What follows belongs to an exercise in optimizing a design on an open flow for small area, a short achievable clock period and few clock cycles per item; a production flow would make more cautious choices.
RTL that was checked went through simulation tests only; none was proved equivalent to the original.

// filter
module filter
	#(parameter DWIDTH = 16)
	(input clk,
		input rst,
		output req_in,
		input ack_in,
		input [0:DWIDTH-1] data_in,
		output req_out,
		input ack_out,
		output [0:DWIDTH-1] data_out);
For scale: ~2800 cells after synthesis, ~260 flip-flops, about 26000 sq um of cells after synthesis.
Settings: LEC_CHECK=0, CAP_MARGIN=20, CORE_MARGIN=2, CORE_UTILIZATION=40, SLEW_MARGIN=20, SYNTH_HIERARCHICAL=1, SYNTH_MEMORY_MAX_BITS=16384, SYNTH_MINIMUM_KEEP_SIZE=0; clock period 11.0 ns.
standard.sh (not shown) runs the stock make flow with config.mk's settings and CLKGATE_MAP_FILE= SYNTH_SCRIPT=/design/flow/synth_recipe.tcl, a recipe that flattens the netlist after the stock synthesis.
==> flow/flow/run.sh <==
#!/bin/bash
# The standard layout (standard.sh: the standard flow's synthesis and ORFS flow with the
# settings of config.mk), with repair_timing asked for more setup slack than
# config.mk's SETUP_SLACK_MARGIN may ask for. The make output goes to
# standard_flow.log; ORFS's own logs stay under orfs/logs.
set -euo pipefail
MARGIN=$(cat flow/margin)
bash standard.sh SETUP_SLACK_MARGIN=$MARGIN finish > standard_flow.log 2>&1
==> flow/flow/margin <==
7
Testbench counts at the start, summed over its fixed seeds: cycles 64,000, items 32,000.
Next try:
==> flow/flow/margin (replaced) <==
7.5
Die area is unchanged.
Clock-buffer cell count shrinks by 12.
Global-route usage grows by 2.2 points.

========
## main
Another version of the RTL of filter (not shown whole).
## filter
module filter
	#(parameter DWIDTH = 16)
	(input clk,
		input rst,
		output req_in,
		input ack_in,
		input [0:DWIDTH-1] data_in,
		output req_out,
		input ack_out,
		output [0:DWIDTH-1] data_out);
export LEC_CHECK = 0
export CAP_MARGIN = 20
export CORE_MARGIN = 2
export CORE_UTILIZATION = 40
export SLEW_MARGIN = 20
export SYNTH_HIERARCHICAL = 1
export SYNTH_MINIMUM_KEEP_SIZE = 0
create_clock -name core_clock -period 11.0 [get_ports {clk}]
==> flow/flow/run.sh <==
#!/bin/bash
# The standard layout (standard.sh: the standard flow's synthesis and ORFS flow, unchanged
# settings from config.mk), with repair_timing asked to leave more setup slack
# than config.mk's SETUP_SLACK_MARGIN may ask for.
set -euo pipefail
bash standard.sh SETUP_SLACK_MARGIN=${MARGIN:-7} finish > standard_flow.log 2>&1
FAIL main @ synthesis: tool exited with error
Input changes introduced in the feature branch (baseline for comparison: main):
==> flow/run.sh (new file) <==
#!/bin/bash
# synth_recipe.tcl (not shown) runs the flow's synth.tcl, then flattens the netlist and writes it again
# the make line also repeats each setting of config.mk as NAME=value (left out here)
make -C /OpenROAD-flow-scripts/flow DESIGN_CONFIG=/design/flow/config.mk WORK_HOME=/design/flow/orfs CLKGATE_MAP_FILE= SYNTH_SCRIPT=/design/flow/synth_recipe.tcl finish
removed: flow/flow/run.sh
removed: flow/standard.sh
==> comparison <==
FAIL for each of main and the feature branch. main did not finish; a tool error ended it in synthesis. The feature branch | ERROR | synthesis.
No run of this note included a check of the RTL's function; only the layout flow was run.

========
## run 1
Another version of the RTL of filter (not shown whole).
Size in the first run: roughly 320 flip-flops, ~38 I/O pins.
## filter
module filter
	#(parameter DWIDTH = 16)
	(input clk,
		input rst,
		output req_in,
		input ack_in,
		input [0:DWIDTH-1] data_in,
		output req_out,
		input ack_out,
		output [0:DWIDTH-1] data_out);
export LEC_CHECK = 0
export ABC_AREA = 1
export CAP_MARGIN = 10
export CORE_MARGIN = 2
export CORE_UTILIZATION = 40
export SLEW_MARGIN = 10
export SYNTH_HIERARCHICAL = 1
export SYNTH_MEMORY_MAX_BITS = 16384
export SYNTH_MINIMUM_KEEP_SIZE = 0
create_clock -name core_clock -period 11.0 [get_ports {clk}]
==> flow/flow/run.sh <==
#!/bin/bash
# The standard layout (standard.sh: the standard flow's synthesis and ORFS flow with the
# settings of config.mk), with repair_timing asked for more setup slack than
# config.mk's SETUP_SLACK_MARGIN may ask for. The make output goes to
# standard_flow.log; ORFS's own logs stay under orfs/logs.
set -euo pipefail
MARGIN=$(cat flow/margin)
bash standard.sh SETUP_SLACK_MARGIN=$MARGIN finish > standard_flow.log 2>&1
==> flow/flow/margin <==
7.5
Run 1: all stages complete, timing, DRC and antenna checks passed
Testbench counts of run 1, summed over its fixed seeds: cycles 64,000, items 32,000.
Setup changes, run 1 to run 2
- CAP_MARGIN: 10 -> 20
- SLEW_MARGIN: 10 -> 20
Notes after the runs:
- Comparing the two runs side by side, run 2 comes out behind run 1 on final-layout worst hold slack.
- The count of buffers not belonging to the clock network in the layout in run 2 was higher than what run 1 gave.
- Post-DP HPWL of run 2 is on par with run 1.
Edits applied to the flow inputs when going from run 2 to run 3:
==> flow/flow/margin <==
7.75
--- outcome ---
Looking at the reports, run 3 completed the entire flow and the layout it produced met the timing, DRC and antenna checks. Run 3 against run 2: worst slew margin relative to its limit decreased by 4.3 points relative to the old numbers, met1 wire length increased by about 3% relative to the old numbers, buffer count excluding the clock tree in the final layout increased by 103 relative to the old numbers. Against run 2, run 3 comes in 1.7 points lower on final cycle utilization of the critical path.

========
## JK
Another version of the RTL of filter (not shown whole).
For scale: about 3300 cells after synthesis, ~290 flip-flops.
==> flow/design.v (excerpt) <==
module filter
	#(parameter DWIDTH = 16)
	(input clk,
		input rst,
		output req_in,
		input ack_in,
		input [0:DWIDTH-1] data_in,
		output req_out,
		input ack_out,
		output [0:DWIDTH-1] data_out);
==> flow/config.mk <==
export PLATFORM = sky130hd
export DESIGN_NAME = filter
export DESIGN_NICKNAME = filter
export VERILOG_FILES = /design/flow/design.v
export SDC_FILE = /design/flow/constraint.sdc
export NUM_CORES = 4
export LEC_CHECK = 0
export ABC_AREA = 1
export CAP_MARGIN = 20
export CORE_MARGIN = 2
export CORE_UTILIZATION = 40
export SLEW_MARGIN = 20
export SYNTH_HIERARCHICAL = 1
export SYNTH_MEMORY_MAX_BITS = 16384
export SYNTH_MINIMUM_KEEP_SIZE = 0
==> flow/constraint.sdc <==
create_clock -name core_clock -period 11.0 [get_ports {clk}]
set_input_delay 2.2000 -clock core_clock [delete_from_list [all_inputs] [get_ports {clk}]]
set_output_delay 2.2000 -clock core_clock [all_outputs]
set_load 0.01 [all_outputs]
==> flow/flow/margin <==
7.5
Scripts as last shown in full above: flow/flow/run.sh
Testbench counts of JK, summed over its fixed seeds: cycles 64,000, items 32,000.
Changes in MS relative to JK:
==> flow/flow/margin <==
7
-- flow/config.mk --
<<< JK, line 6
export NUM_CORES = 4
export LEC_CHECK = 0
export ABC_AREA = 1
export CAP_MARGIN = 20
export CORE_MARGIN = 2
>>> MS, line 6
export NUM_CORES = 4
export LEC_CHECK = 0
export CAP_MARGIN = 20
export CORE_MARGIN = 2
==> comparison <==
- Relative to JK, the number of ordinary and repair buffers in the finished layout measured on MS has decreased by more than a quarter.
- The via count in MS was lower than what JK gave.
- Comparing JK and MS, the higher global-route usage was measured on JK.

========
== trial 64 ==
Another version of the RTL of filter (not shown whole).
Size: ~3500 cells after synthesis, about 320 flip-flops, roughly 38 I/O pins, ~0.028 mm^2 of cells after synthesis.
## filter
module filter
	#(parameter DWIDTH = 16)
	(input clk,
		input rst,
		output req_in,
		input ack_in,
		input [0:DWIDTH-1] data_in,
		output req_out,
		input ack_out,
		output [0:DWIDTH-1] data_out);
	function [13:0] rom1;
		input [7:0] a;
		case (a)
			8'd0: rom1 = 14'h0;
			8'd1: rom1 = 14'h0;
			8'd2: rom1 = 14'h3fff;
			8'd3: rom1 = 14'h3ffd;
			8'd4: rom1 = 14'h3ffb;
			8'd5: rom1 = 14'h3ff8;
			8'd6: rom1 = 14'h3ff4;
			8'd7: rom1 = 14'h3ff0;
			8'd8: rom1 = 14'h3feb;
			8'd9: rom1 = 14'h3fe5;
			8'd10: rom1 = 14'h3fdf;
			8'd11: rom1 = 14'h3fd7;
			8'd12: rom1 = 14'h3fcf;
			8'd13: rom1 = 14'h3fc7;
			8'd14: rom1 = 14'h3fbd;
			8'd15: rom1 = 14'h3fb3;
			8'd16: rom1 = 14'h3fa8;
			8'd17: rom1 = 14'h3f9c;
			8'd18: rom1 = 14'h3f90;
			8'd19: rom1 = 14'h3f82;
			8'd20: rom1 = 14'h3f74;
			8'd21: rom1 = 14'h3f66;
			8'd22: rom1 = 14'h3f56;
			8'd23: rom1 = 14'h3f46;
			8'd24: rom1 = 14'h3f34;
			8'd25: rom1 = 14'h3f22;
			8'd26: rom1 = 14'h3f10;
			8'd27: rom1 = 14'h3efc;
			8'd28: rom1 = 14'h3ee8;
			8'd29: rom1 = 14'h3ed3;
			8'd30: rom1 = 14'h3ebd;
			8'd31: rom1 = 14'h3ea7;
			8'd32: rom1 = 14'h3e8f;
			8'd33: rom1 = 14'h3e77;
			8'd34: rom1 = 14'h3e5f;
			8'd35: rom1 = 14'h3e45;
			8'd36: rom1 = 14'h3e2b;
			8'd37: rom1 = 14'h3e10;
			8'd38: rom1 = 14'h3df4;
			8'd39: rom1 = 14'h3dd8;
			8'd40: rom1 = 14'h3dbb;
			8'd41: rom1 = 14'h3d9d;
			8'd42: rom1 = 14'h3d7f;
			8'd43: rom1 = 14'h3d60;
			8'd44: rom1 = 14'h3d40;
			8'd45: rom1 = 14'h3d20;
			8'd46: rom1 = 14'h3d00;
			8'd47: rom1 = 14'h3cde;
			8'd48: rom1 = 14'h3cbc;
			8'd49: rom1 = 14'h3c9a;
			8'd50: rom1 = 14'h3c77;
			8'd51: rom1 = 14'h3c53;
			8'd52: rom1 = 14'h3c30;
			8'd53: rom1 = 14'h3c0b;
			8'd54: rom1 = 14'h3be6;
			8'd55: rom1 = 14'h3bc1;
			8'd56: rom1 = 14'h3b9c;
			8'd57: rom1 = 14'h3b76;
			8'd58: rom1 = 14'h3b4f;
			8'd59: rom1 = 14'h3b29;
			8'd60: rom1 = 14'h3b02;
			8'd61: rom1 = 14'h3adb;
			8'd62: rom1 = 14'h3ab3;
			8'd63: rom1 = 14'h3a8c;
			8'd64: rom1 = 14'h3a64;
			8'd65: rom1 = 14'h3a3c;
			8'd66: rom1 = 14'h3a14;
			8'd67: rom1 = 14'h39ec;
			8'd68: rom1 = 14'h39c4;
			8'd69: rom1 = 14'h399c;
			8'd70: rom1 = 14'h3974;
			8'd71: rom1 = 14'h394c;
			8'd72: rom1 = 14'h3924;
			8'd73: rom1 = 14'h38fd;
			8'd74: rom1 = 14'h38d5;
			8'd75: rom1 = 14'h38ae;
  ...
==> flow/config.mk <==
export PLATFORM = sky130hd
export DESIGN_NAME = filter
export DESIGN_NICKNAME = filter
export VERILOG_FILES = /design/flow/design.v
export SDC_FILE = /design/flow/constraint.sdc
export NUM_CORES = 4
export LEC_CHECK = 0
export ABC_AREA = 1
export CAP_MARGIN = 20
export CORE_MARGIN = 2
export CORE_UTILIZATION = 40
export SLEW_MARGIN = 20
export SYNTH_HIERARCHICAL = 1
export SYNTH_MEMORY_MAX_BITS = 16384
export SYNTH_MINIMUM_KEEP_SIZE = 0
==> flow/constraint.sdc <==
create_clock -name core_clock -period 11.0 [get_ports {clk}]
set_input_delay 2.2000 -clock core_clock [delete_from_list [all_inputs] [get_ports {clk}]]
set_output_delay 2.2000 -clock core_clock [all_outputs]
set_load 0.01 [all_outputs]
==> flow/flow/margin <==
8
Scripts as last shown in full above: flow/flow/run.sh
Testbench counts of trial 64, summed over its fixed seeds: cycles 64,000, items 32,000.
For trial 36, these inputs were changed with respect to trial 64:
==> flow/flow/margin <==
7.5
## What came out
Going from trial 64 to trial 36, critical path depth lower; detailed-route via count lower; average wire per standard cell lower. Trial 36 has met3 wire length below what trial 64 had. Trial 36: no failed stages, no open violations at the end. Trial 64 and trial 36 ended up with roughly the same instance count after placement with tap cells included. Buffers plus inverters on the worst setup path: trial 36 vs trial 64 up 1. Trial 36 against trial 64; sequential standard cell area is down by a few percent.

[afterwards: timing with drivers on the ports]
The flow's constraints put no driver on any port. The routed layouts listed below were extracted and timed again, unchanged, in two steps.
Step 1 sets driving cells, clkbuf_16 on the clock port and buf_2 on the other inputs (assumed; they add their load-dependent delay and slew).
Step 2 times the ports against the registers' clock, not the clock port: input delays grow and output delays shrink by t, the midpoint of the rising clock arrivals with the driver on.
a / b / c = ideal / step 1 / step 2; a / b = the first two.
run	t, ns	setup WS [ns]	worst setup path after step 2	latest minus earliest clock arrival (ns)	slew at the worst register clock pin (ns)
the first run of note 1	0.653	6.744 / 6.744 / 6.744	register to register	0.051 / 0.051	0.07 / 0.07
the second run of note 1	0.619	6.870 / 6.870 / 6.870	register to register	0.038 / 0.038	0.07 / 0.07
run 1	0.606	7.538 / 7.476 / 7.096	input to register	0.026 / 0.026	0.07 / 0.07
run 2	0.608	7.546 / 7.486 / 7.048	input to register	0.025 / 0.026	0.07 / 0.07
run 3	0.609	7.730 / 7.684 / 7.249	input to register	0.030 / 0.029	0.06 / 0.06
JK	0.635	7.209 / 7.209 / 7.119	input to register	0.028 / 0.027	0.07 / 0.07
MS	0.607	7.023 / 7.023 / 7.023	register to register	0.032 / 0.032	0.06 / 0.06
trial 64	0.633	7.732 / 7.687 / 7.379	input to register	0.021 / 0.021	0.07 / 0.07
trial 36	0.613	7.561 / 7.425 / 6.812	input to register	0.020 / 0.020	0.07 / 0.07
After both steps every run listed still meets setup and hold. The setup slack of trial 36, which loses most, moves by -0.136 ns with the drivers and by -0.749 ns with both steps.
